Context: an optimization exercise on an open-source flow, tuned for small area and a short achievable clock period. The choices shown serve that exercise and are no tape-out recipe. In this exercise RTL edits were held to simulation tests only and were not proved equivalent to the original. No activity file was given, so power comes from the tool's default toggle rates.

== run H ==
==> flow/design.v <==
module top(clk,reset,data,valid,ready,result);
    input clk,reset;
    input [9:0]data;
    input valid;
    output ready;
    output [8:0]result;
    reg  [9:0] buf_q [0:8];
    reg  [3:0] wptr;             
    reg  [3:0] pptr;             
    reg        took;             
    reg        dv;               
    reg        w2, w3;           
    reg        done_d, rdy;
    reg  [3:0] x, y, z;
    reg  [1:0] kind;             
    reg  [8:0] res;
    function [3:0] inc9;
        input [3:0] p;
        case (p)
            4'd0: inc9 = 4'd1;
            4'd1: inc9 = 4'd2;
            4'd2: inc9 = 4'd3;
            4'd3: inc9 = 4'd4;
            4'd4: inc9 = 4'd5;
            4'd5: inc9 = 4'd6;
            4'd6: inc9 = 4'd7;
            4'd7: inc9 = 4'd8;
            default: inc9 = 4'd0;
        endcase
    endfunction
    function [3:0] inc9x2;
        input [3:0] p;
        case (p)
            4'd0: inc9x2 = 4'd2;
            4'd1: inc9x2 = 4'd3;
            4'd2: inc9x2 = 4'd4;
            4'd3: inc9x2 = 4'd5;
            4'd4: inc9x2 = 4'd6;
            4'd5: inc9x2 = 4'd7;
            4'd6: inc9x2 = 4'd8;
            4'd7: inc9x2 = 4'd0;
            default: inc9x2 = 4'd1;
        endcase
    endfunction
    wire [3:0] wptr_inc = inc9(wptr);
    wire [3:0] pptr_inc = inc9(pptr);
    wire [3:0] rptr     = took ? pptr_inc : pptr;          
    wire [3:0] rptr_inc = took ? inc9x2(pptr) : pptr_inc;
    wire [9:0] last = buf_q[pptr];
    wire [3:0] la   = last[3:0];
    wire [3:0] lb   = last[7:4];
    wire [1:0] lop  = last[9:8];
    wire lbz        = (lb == 4'd0);
    wire long_last  = lop[1] && (!lop[0] || !lbz);
    wire busy1      = took && long_last;                   
    wire full     = dv && (wptr == rptr);
    wire compute  = !busy1 && !w2;
    wire take     = dv && compute;
    wire nonempty = dv ? (wptr != rptr_inc) : (wptr != rptr);
    wire rd       = nonempty && (!dv || compute);
    integer i;
    always @(posedge clk) begin
        for (i = 0; i < 9; i = i + 1)
            if (!full && wptr == i) buf_q[i] <= data;
    end
    always @(posedge clk or posedge reset) begin
        if (reset) begin
            wptr <= 0;
            pptr <= 0;
            took <= 0;
            dv <= 0;
            w2 <= 0;
            w3 <= 0;
            done_d <= 0;
            rdy <= 0;
        end else begin
            if (valid && !full) wptr <= wptr_inc;
            pptr <= rptr;
            took <= take;
            if (rd) dv <= 1'b1;
            else if (compute) dv <= 1'b0;
            w2 <= busy1;
            w3 <= w2;
            done_d <= (took && !long_last) || w3;
            rdy <= done_d;
        end
    end
    wire [4:0] dt   = {x, y[3]} - {1'b0, z};
    wire       dge  = !dt[4];
    wire [3:0] dx   = dge ? dt[3:0] : {x[2:0], y[3]};
    wire [3:0] dy   = {y[2:0], dge};
    wire [4:0] ms   = {1'b0, x} + {1'b0, z & {4{y[0]}}};
    wire [3:0] mx   = ms[4:1];
    wire [3:0] my   = {ms[0], y[3:1]};
    wire [3:0] sx   = kind[0] ? dx : mx;
    wire [3:0] sy   = kind[0] ? dy : my;
    wire ldiv0 = (lop == 2'b11) && lbz;
    wire dge1  = la[3] && (lb == 4'd1);
    reg  [3:0] lx, ly;
    always @(*) begin
        case (lop)
            2'b10: begin lx = {1'b0, lb[3:1] & {3{la[0]}}}; ly = {la[0] & lb[0], la[3:1]}; end
            2'b11: begin lx = {3'b000, la[3] && !dge1};     ly = lbz ? 4'd0 : {la[2:0], dge1}; end
            default: begin lx = 4'd0;                       ly = la; end
        endcase
    end
    always @(posedge clk) begin
        if (took) begin
            x <= lx;
            y <= ly;
        end else begin
            x <= sx;
            y <= sy;
        end
        if (took) begin
            z <= lb;
            kind <= ldiv0 ? 2'b00 : lop;
        end
    end
    wire       sub = (kind == 2'b01);
    wire [4:0] as  = {1'b0, y} + {sub, z ^ {4{sub}}} + {4'd0, sub};
    always @(posedge clk) begin
        case (kind)
            2'b10:   res <= {1'b0, mx, my};
            2'b11:   res <= {5'd0, dy};
            2'b01:   res <= {{4{as[4]}}, as};
            default: res <= {4'd0, as};
        endcase
    end
    assign ready  = rdy;
    assign result = res;
endmodule
Settings: LEC_CHECK=0, CAP_MARGIN=20, CORE_MARGIN=2, CORE_UTILIZATION=40, PLACE_DENSITY=0.6, SLEW_MARGIN=20; clock period 14.0 ns.
standard.sh (not shown) runs the stock make flow with config.mk's settings and CLKGATE_MAP_FILE= SYNTH_SCRIPT=/design/flow/synth_recipe.tcl, a recipe that flattens the netlist after the stock synthesis.
==> flow/flow/run.sh <==
#!/bin/bash
# Standard layout with faster port buffers and no CTS dummy loads.
set -uo pipefail
export BUFFER_PORTS_ARGS="-buffer_cell sky130_fd_sc_hd__buf_4"
export CTS_ARGS="-sink_clustering_enable -repair_clock_nets -dont_use_dummy_load"
bash standard.sh > standard.log 2>&1
Edits applied to the flow inputs when going from run H to run R:
Settings: CTS_CLUSTER_SIZE now 20, previously not set; CTS_BUF_LIST now sky130_fd_sc_hd__clkbuf_4, previously not set.
==> flow/run.sh (new file) <==
#!/bin/bash
# synth_recipe.tcl (not shown) runs the flow's synth.tcl, then flattens the netlist and writes it again
# the make line also repeats each setting of config.mk as NAME=value (left out here)
make -C /OpenROAD-flow-scripts/flow DESIGN_CONFIG=/design/flow/config.mk WORK_HOME=/design/flow/orfs CLKGATE_MAP_FILE= SYNTH_SCRIPT=/design/flow/synth_recipe.tcl finish
removed: flow/flow/run.sh
removed: flow/standard.sh
==> results.txt <==
- Share of post-route cells with drive strength above 1, run H and run R: higher on run H
- Between run H and run R, slack of the critical path decreased.
- The final RePlAce weighted congestion in run R sits about 5% below the value recorded for run H.
- The critical path depth of run R is lower than that of run H.
- A cell with the largest stage delay on the worst path of ha_1 is what run H shows, while clkdlybuf4s50_1 belongs to run R.
- Slew at the pin closest to its max-slew limit, run H and run R: higher on run R
- From run H to run R the numbers moved as follows: cell area went down by about 1.7%, portion of total power attributed to sequential cells now sits higher, maximum vdd ir drop decreased about 14%, final hold slack +0.0097 ns.

-- what the ideal ports hide --
Ports are ideal in the flow. The routed layouts listed here were re-timed in OpenROAD. Step 1 assumes that a clkbuf_16 drives the clock port and a buf_2 every other input. Step 2 also shifts input and output timing later by t, the mid clock arrival at the registers, as if the neighbouring blocks saw the same clock. Slacks: ideal ports / drivers / drivers and shift; pairs: ideal ports / drivers.
| run | t, ns | setup slack, ns | latest minus earliest clock arrival (ns) | worst slew at a driven data input, ns | pins driven straight from the clock port |
|---|---|---|---|---|---|
| run H | 0.445 | 10.265 / 10.265 / 10.265 | 0.019 / 0.018 | 0.03 | 1 |
| run R | 0.585 | 9.779 / 9.747 / 10.135 | 0.017 / 0.017 | 0.05 | 1 |
After both steps setup and hold are still met in every run listed.
